Background: an optimization exercise with open tools, aiming at small area. Do not read the settings as production practice.
In this exercise RTL edits were held to simulation tests only and were not proved equivalent to the original.
Power figures rest on the tool's default switching activity, not on a simulated workload.

run 1:
==> flow/design.v <==
module game2048_core(clk, reset, start, direction, board, endstatus, state);
	input clk, reset, start;
	input [3:0] direction;              
	output [63:0] board;                
	output [1:0] endstatus;             
	output [2:0] state;
	localparam INIT = 3'b101, INIT2 = 3'b001, WAIT = 3'b011, MOVE = 3'b010, END = 3'b000;
	reg [63:0] b;
	reg [2:0] st;
	reg [3:0] cnt;
	reg [1:0] dir;
	assign board = b;
	assign state = st;
	wire clr = reset | start;
	wire mv = (st == MOVE);
	function [3:0] tile(input [63:0] x, input integer r, input integer c);
		tile = x[63 - 16 * r - 4 * c -: 4];
	endfunction
	wire gl = ~mv | (dir == 2'd0);
	wire gr = mv & (dir == 2'd1);
	wire gd = mv & (dir == 2'd2);
	wire gu = mv & (dir == 2'd3);
	wire [15:0] lin [0:3];
	wire [15:0] lout [0:3];
	wire [2:0] leq [0:3];
	wire [3:0] lfull;
	genvar u, p, r, c;
	generate for (u = 0; u < 4; u = u + 1) begin : g_u
		for (p = 0; p < 4; p = p + 1) begin : g_p
			assign lin[u][15 - 4 * p -: 4] =
				({4{gl}} & tile(b, u, p)) | ({4{gr}} & tile(b, 3 - u, 3 - p)) |
				({4{gu}} & tile(b, p, u)) | ({4{gd}} & tile(b, 3 - p, 3 - u));
		end
		line u_line(.i(lin[u]), .hold(~mv), .o(lout[u]), .eq(leq[u]), .full(lfull[u]));
	end endgenerate
	wire sl = ~clr & gl, sr = ~clr & gr, sd = ~clr & gd, su = ~clr & gu;
	wire [3:0] nt [0:15];
	generate for (r = 0; r < 4; r = r + 1) begin : g_r
		for (c = 0; c < 4; c = c + 1) begin : g_c
			assign nt[4 * r + c] =
				({4{sl}} & lout[r][15 - 4 * c -: 4]) | ({4{sr}} & lout[3 - r][15 - 4 * (3 - c) -: 4]) |
				({4{su}} & lout[c][15 - 4 * r -: 4]) | ({4{sd}} & lout[3 - c][15 - 4 * (3 - r) -: 4]);
		end
	end endgenerate
	wire go = mv & ~clr;
	reg [15:0] e, dec, put;
	reg hit, seen;
	integer i;
	always @(*) begin
		for (i = 0; i < 16; i = i + 1) begin
			e[i] = ~|nt[i];
			dec[i] = (cnt == i);
		end
		hit = |(e & dec);
		seen = 1'b0;
		for (i = 0; i < 16; i = i + 1) begin
			put[i] = go & e[i] & (dec[i] | (~hit & ~seen));
			seen = seen | e[i];
		end
	end
	reg [15:0] op;
	always @(*) begin
		op = 16'd0;
		if (cnt == 4'd0) begin op[4] = 1'b1; op[6] = 1'b1; end
		else if (cnt > 4'd12) begin op[4] = 1'b1; op[14] = 1'b1; end
		else if (cnt > 4'd10) begin op[7] = 1'b1; op[13] = 1'b1; end
		else if (cnt > 4'd6) begin op[0] = 1'b1; op[15] = 1'b1; end
		else if (cnt > 4'd4) begin op[8] = 1'b1; op[11] = 1'b1; end
		else if (cnt > 4'd2) begin op[1] = 1'b1; op[3] = 1'b1; end
		else begin op[7] = 1'b1; op[9] = 1'b1; end
	end
	wire ini = (st == INIT2) & ~clr;
	wire [63:0] nb;
	genvar k;
	generate for (k = 0; k < 16; k = k + 1) begin : g_nb
		assign nb[63 - 4 * k -: 4] = {nt[k][3:1], nt[k][0] | put[k] | (ini & op[k])};
	end endgenerate
	reg win, pair;
	always @(*) begin
		win = 1'b0;
		pair = 1'b0;
		for (i = 0; i < 16; i = i + 1)
			win = win | (b[63 - 4 * i] & b[61 - 4 * i] & b[60 - 4 * i]);
		for (i = 0; i < 12; i = i + 1)
			pair = pair | (b[63 - 4 * i -: 4] == b[47 - 4 * i -: 4]);
		for (i = 0; i < 4; i = i + 1)
			pair = pair | (|leq[i]);
	end
	assign endstatus = mv ? 2'b00 : win ? 2'b01 : ((&lfull) & ~pair) ? 2'b10 : 2'b00;
	always @(posedge clk) begin
		cnt <= reset ? 4'd0 : cnt + 4'd1;
		dir[0] <= (direction == 4'b0010) | (direction == 4'b1000);
		dir[1] <= (direction == 4'b0100) | (direction == 4'b1000);
		b <= nb;
		if (clr)
			st <= INIT;
		else case (st)
			INIT: st <= INIT2;
			INIT2: st <= WAIT;
			WAIT: st <= (endstatus != 2'b00) ? END : (direction != 4'b0000) ? MOVE : WAIT;
			MOVE: st <= WAIT;
			END: st <= END;
			default: st <= INIT;
		endcase
	end
endmodule
module line(i, hold, o, eq, full);
	input [15:0] i;
	input hold;
	output [15:0] o;
	output [2:0] eq;
	output full;
	function [3:0] inc(input [3:0] x, input c);
		inc = {x[3] | (c & x[2] & x[1] & x[0]), x[2] ^ (c & x[1] & x[0]), x[1] ^ (c & x[0]), x[0] ^ c};
	endfunction
	wire [3:0] a0 = i[15:12], a1 = i[11:8], a2 = i[7:4], a3 = i[3:0];
	wire z0 = |a0, z1 = |a1, z2 = |a2, z3 = |a3;
	wire y1 = hold | z1, y2 = hold | z2;
	wire [3:0] s1 = y1 ? a1 : y2 ? a2 : a3;
	wire [3:0] s2 = y2 ? a2 : a3;
	wire E0 = a0 == s1, E1 = a1 == s2, E2 = a2 == a3;
	assign eq = {E0, E1, E2};
	assign full = z0 & z1 & z2 & z3;
	wire h0 = ~hold & z0 & E0;
	wire h1 = ~hold & z1 & ~h0 & E1;
	wire c2 = (h0 & ~z1) | h1;
	wire h2 = ~hold & z2 & ~c2 & E2;
	wire k0 = hold | z0;
	wire k1 = hold | (z1 & ~h0);
	wire k2 = hold | (z2 & ~c2);
	wire k3 = ~((h0 & ~z1 & ~z2) | (h1 & ~z2) | h2);
	wire [3:0] v0 = inc(a0, h0), v1 = inc(a1, h1), v2 = inc(a2, h2), v3 = a3;
	wire [1:0] p1 = k0, p2 = k0 + k1, p3 = k0 + k1 + k2;
	wire [3:0] o0 = v0 | ({4{~k0}} & v1) | ({4{~k0 & ~k1}} & v2) | ({4{~k0 & ~k1 & ~k2}} & v3);
	wire [3:0] o1 = ({4{k1 & p1 == 1}} & v1) | ({4{k2 & p2 == 1}} & v2) | ({4{k3 & p3 == 1}} & v3);
	wire [3:0] o2 = ({4{k2 & p2 == 2}} & v2) | ({4{k3 & p3 == 2}} & v3);
	wire [3:0] o3 = {4{k3 & p3 == 3}} & v3;
	assign o = {o0, o1, o2, o3};
endmodule
==> flow/config.mk <==
export PLATFORM = sky130hd
export DESIGN_NAME = game2048_core
export DESIGN_NICKNAME = game2048_core
export VERILOG_FILES = /design/flow/design.v
export SDC_FILE = /design/flow/constraint.sdc
export NUM_CORES = 4
export LEC_CHECK = 0
export ABC_AREA = 1
export CAP_MARGIN = 20
export CORE_MARGIN = 2
export CORE_UTILIZATION = 45
export SLEW_MARGIN = 20
==> flow/constraint.sdc <==
create_clock -name core_clock -period 12.0 [get_ports {clk}]
set_input_delay 2.4000 -clock core_clock [delete_from_list [all_inputs] [get_ports {clk}]]
set_output_delay 2.4000 -clock core_clock [all_outputs]
set_load 0.01 [all_outputs]
standard.sh (not shown) runs the stock make flow with config.mk's settings and CLKGATE_MAP_FILE= SYNTH_SCRIPT=/design/flow/synth_recipe.tcl, a recipe that flattens the netlist after the stock synthesis.
==> flow/flow/run.sh <==
#!/bin/bash
# Layout flow: the standard synthesis with an area-oriented ABC script
# (flow/synth.tcl, flow/area.abc), then the standard flow's own layout (standard.sh)
# from the synthesised netlist to finish, with buf_1 cells as the port
# buffers and a clock tree of clkbuf_8 cells. Each tool's output goes to a log
# file in the work folder.
set -euo pipefail
W=$(pwd)
export MY_ABC_SCRIPT="$W/flow/area.abc"
# every port still gets its own buffer, a buf_1 (the output load is 0.01 pF)
export BUFFER_PORTS_ARGS="-buffer_cell sky130_fd_sc_hd__buf_1"
# clock tree of clkbuf_8 cells, without dummy loads
export CTS_ARGS="-sink_clustering_enable -repair_clock_nets -buf_list sky130_fd_sc_hd__clkbuf_8 -root_buf sky130_fd_sc_hd__clkbuf_8 -dont_use_dummy_load"
make -C "$FLOW_HOME" DESIGN_CONFIG="$W/config.mk" WORK_HOME="$W/orfs" CLKGATE_MAP_FILE= \
  SYNTH_SCRIPT="$W/flow/synth.tcl" synth > "$W/synth.log" 2>&1
bash "$W/standard.sh" > "$W/layout.log" 2>&1
==> flow/flow/area.abc <==
strash; &get -n; &fraig -x; &put; scorr; dc2; strash; &get -n; &dch -f; &put; amap; topo
==> flow/flow/synth.tcl <==
# The standard synthesis script (synth_recipe.tcl), except that ABC maps
# the logic with flow/area.abc (an area-oriented script using amap) instead
# of ORFS's script. Every other ABC argument (liberty, dont_use cells,
# constraints) is kept, and the registers are mapped before ABC runs, so they
# are the standard synthesis's.
proc synth {args} { yosys synth -nofsm -noshare {*}$args }
proc abc {args} {
  set out {}
  set skip 0
  foreach a $args {
    if {$skip} { set skip 0; continue }
    if {$a eq "-script"} { set skip 1; continue }
    lappend out $a
  }
  yosys abc -script $::env(MY_ABC_SCRIPT) {*}$out
}
source $::env(SCRIPTS_DIR)/synth.tcl
# left out here: clear keep_hierarchy, flatten, clean up, hide names made inside functions, write 1_2_yosys.v
Run 1 went all the way through synthesis, placement and routing and the layout is clean on timing, DRC and antenna.
Edits applied to the flow inputs when going from run 1 to run 2:
- GPL_TIMING_DRIVEN: unset -> 0
==> flow/flow/area.abc <==
strash; &get -n; &fraig -x; &put; scorr; dc2; dc2; dc2; strash; &get -n; &dch -f; &put; amap -F 20 -A 50 -C 1000; topo
--- outcome ---
- Diff run 1 -> run 2 | placement row count | decrease of 2.1%
- From run 1 to run 2 the numbers moved as follows: number of instances in the synthesized netlist saw a decrease, final cell utilization of the core saw an increase, cell area saw a decrease, power share of the combinational group saw a decrease, number of detailed-routing iterations run before antenna repair saw an increase.
- Run 1 and run 2 ended up with nearly the same multi-input combinational cell area.
- The final reports for run 2 and run 1 show final-layout worst hold slack higher in the former.
- Compared with run 1, in run 2 final worst slack went down by 0.99 ns, part of the cycle the worst path needs up 8.3 points.
### run 2 -> run 3
- CORE_UTILIZATION changed from 45 to 38
- GPL_TIMING_DRIVEN removed (was 0)
==> flow/flow/run.sh <==
#!/bin/bash
# Layout flow: the standard synthesis with an area-oriented ABC script
# (flow/synth.tcl, flow/area.abc), then the standard flow's own layout (standard.sh)
# from the synthesised netlist to finish, with buf_1 cells as the port
# buffers and a small clock tree (clkbuf_4 cells under a clkbuf_8 root). Each tool's output goes to a log
# file in the work folder.
set -euo pipefail
W=$(pwd)
export MY_ABC_SCRIPT="$W/flow/area.abc"
# every port still gets its own buffer, a buf_1 (the output load is 0.01 pF)
export BUFFER_PORTS_ARGS="-buffer_cell sky130_fd_sc_hd__buf_1"
# clock tree of clkbuf_4 cells under a clkbuf_8 root, without dummy loads
export CTS_ARGS="-sink_clustering_enable -repair_clock_nets -buf_list sky130_fd_sc_hd__clkbuf_4 -root_buf sky130_fd_sc_hd__clkbuf_8 -dont_use_dummy_load"
make -C "$FLOW_HOME" DESIGN_CONFIG="$W/config.mk" WORK_HOME="$W/orfs" CLKGATE_MAP_FILE= \
  SYNTH_SCRIPT="$W/flow/synth.tcl" synth > "$W/synth.log" 2>&1
bash "$W/standard.sh" > "$W/layout.log" 2>&1
Compared to run 2, the router laid down more metal wire for run 3.
Any difference in post-CTS clock slew at the launch and capture registers of the worst setup and hold paths between run 3 and run 2 is small enough to ignore.
Core utilization ended up 8.6 points lower on run 3 than on run 2.
Compared with run 2, run 3 has extra setup slack.
Input changes introduced in run 4 (baseline for comparison: run 3):
- a change of CORE_UTILIZATION from 38 to 45
==> flow/flow/run.sh <==
#!/bin/bash
# Layout flow: the standard synthesis with an area-oriented ABC script
# (flow/synth.tcl, flow/area.abc), then the standard flow's own layout (standard.sh)
# from the synthesised netlist to finish, with buf_1 cells as the port
# buffers and a clock tree of clkbuf_8 cells. Each tool's output goes to a log
# file in the work folder.
set -euo pipefail
W=$(pwd)
export MY_ABC_SCRIPT="$W/flow/area.abc"
# every port still gets its own buffer, a buf_1 (the output load is 0.01 pF)
export BUFFER_PORTS_ARGS="-buffer_cell sky130_fd_sc_hd__buf_1"
# clock tree of clkbuf_8 cells, without dummy loads
export CTS_ARGS="-sink_clustering_enable -repair_clock_nets -buf_list sky130_fd_sc_hd__clkbuf_8 -root_buf sky130_fd_sc_hd__clkbuf_8 -dont_use_dummy_load"
make -C "$FLOW_HOME" DESIGN_CONFIG="$W/config.mk" WORK_HOME="$W/orfs" CLKGATE_MAP_FILE= \
  SYNTH_SCRIPT="$W/flow/synth.tcl" synth > "$W/synth.log" 2>&1
bash "$W/standard.sh" > "$W/layout.log" 2>&1
==> comparison <==
- After synthesis and placement, the instance count of run 4 is below that of run 3.
- Going from run 3 to run 4, fraction of registers with async set/reset ~0 delta, worst endpoint required time now sits higher, number of cell instances on the worst register-to-register path dropped about 2.3%.
- The highest clock frequency the design can meet of run 4 is lower than that of run 3.
- Compared with run 3, in run 4 die boundary width moved down, worst hold slack climbed 0.026 ns, total number of vias now sits higher.
- Setup slack: run 4 less than run 3
- On run 4: pre-CTS worst setup slack is 0.16 ns higher than what run 3 gave.
Inputs modified between run 4 and run 5:
- a change of SLEW_MARGIN from 20 to 5
- a change of CAP_MARGIN from 20 to 5
Results
When the final numbers for run 5 and run 4 were put side by side, the clock period minus final worst setup slack turned out to be greater in run 5.
Clock skew across run 5 and run 4: no real change.
Run 5 has less setup slack than run 4.
Run 5: global routing met3 resource utilization 0.15 points above run 4
Status: first-pass GRT wire length parity (run 5, run 4)
| final cell count without fillers | run 5 vs run 4 | ≈ equal |
On wire length reported by the detailed router, run 5 tracks run 4 almost exactly.

[port drivers added, routing unchanged]
The flow's constraints put no driver on any port. The routed layouts listed below were extracted and timed again, unchanged, in two steps.
Step 1 (the two cells are an assumption about what drives the block):
set clk [get_ports {clk}]
set_driving_cell -lib_cell sky130_fd_sc_hd__clkbuf_16 $clk
set_driving_cell -lib_cell sky130_fd_sc_hd__buf_2 [delete_from_list [all_inputs] $clk]
Step 2 moves the port delays by t, midway between the first and last clock arrival at a register: inputs arrive t later, outputs are due t later. That takes back most of the time a late clock gives input paths.
a / b / c = ideal ports / drivers / drivers and shift; a / b = the first two.
run | t, ns | setup slack, ns | worst setup path at the end
run 1 | 0.388 | 1.399 / 1.399 / 1.399 | register to register
run 2 | 0.402 | 0.405 / 0.405 / 0.405 | register to register
run 3 | 0.392 | 0.838 / 0.838 / 0.838 | register to register
run 4 | 0.410 | 0.755 / 0.755 / 0.755 | register to register
run 5 | 0.398 | 0.693 / 0.693 / 0.693 | register to register
After both steps setup and hold are still met in every run listed.
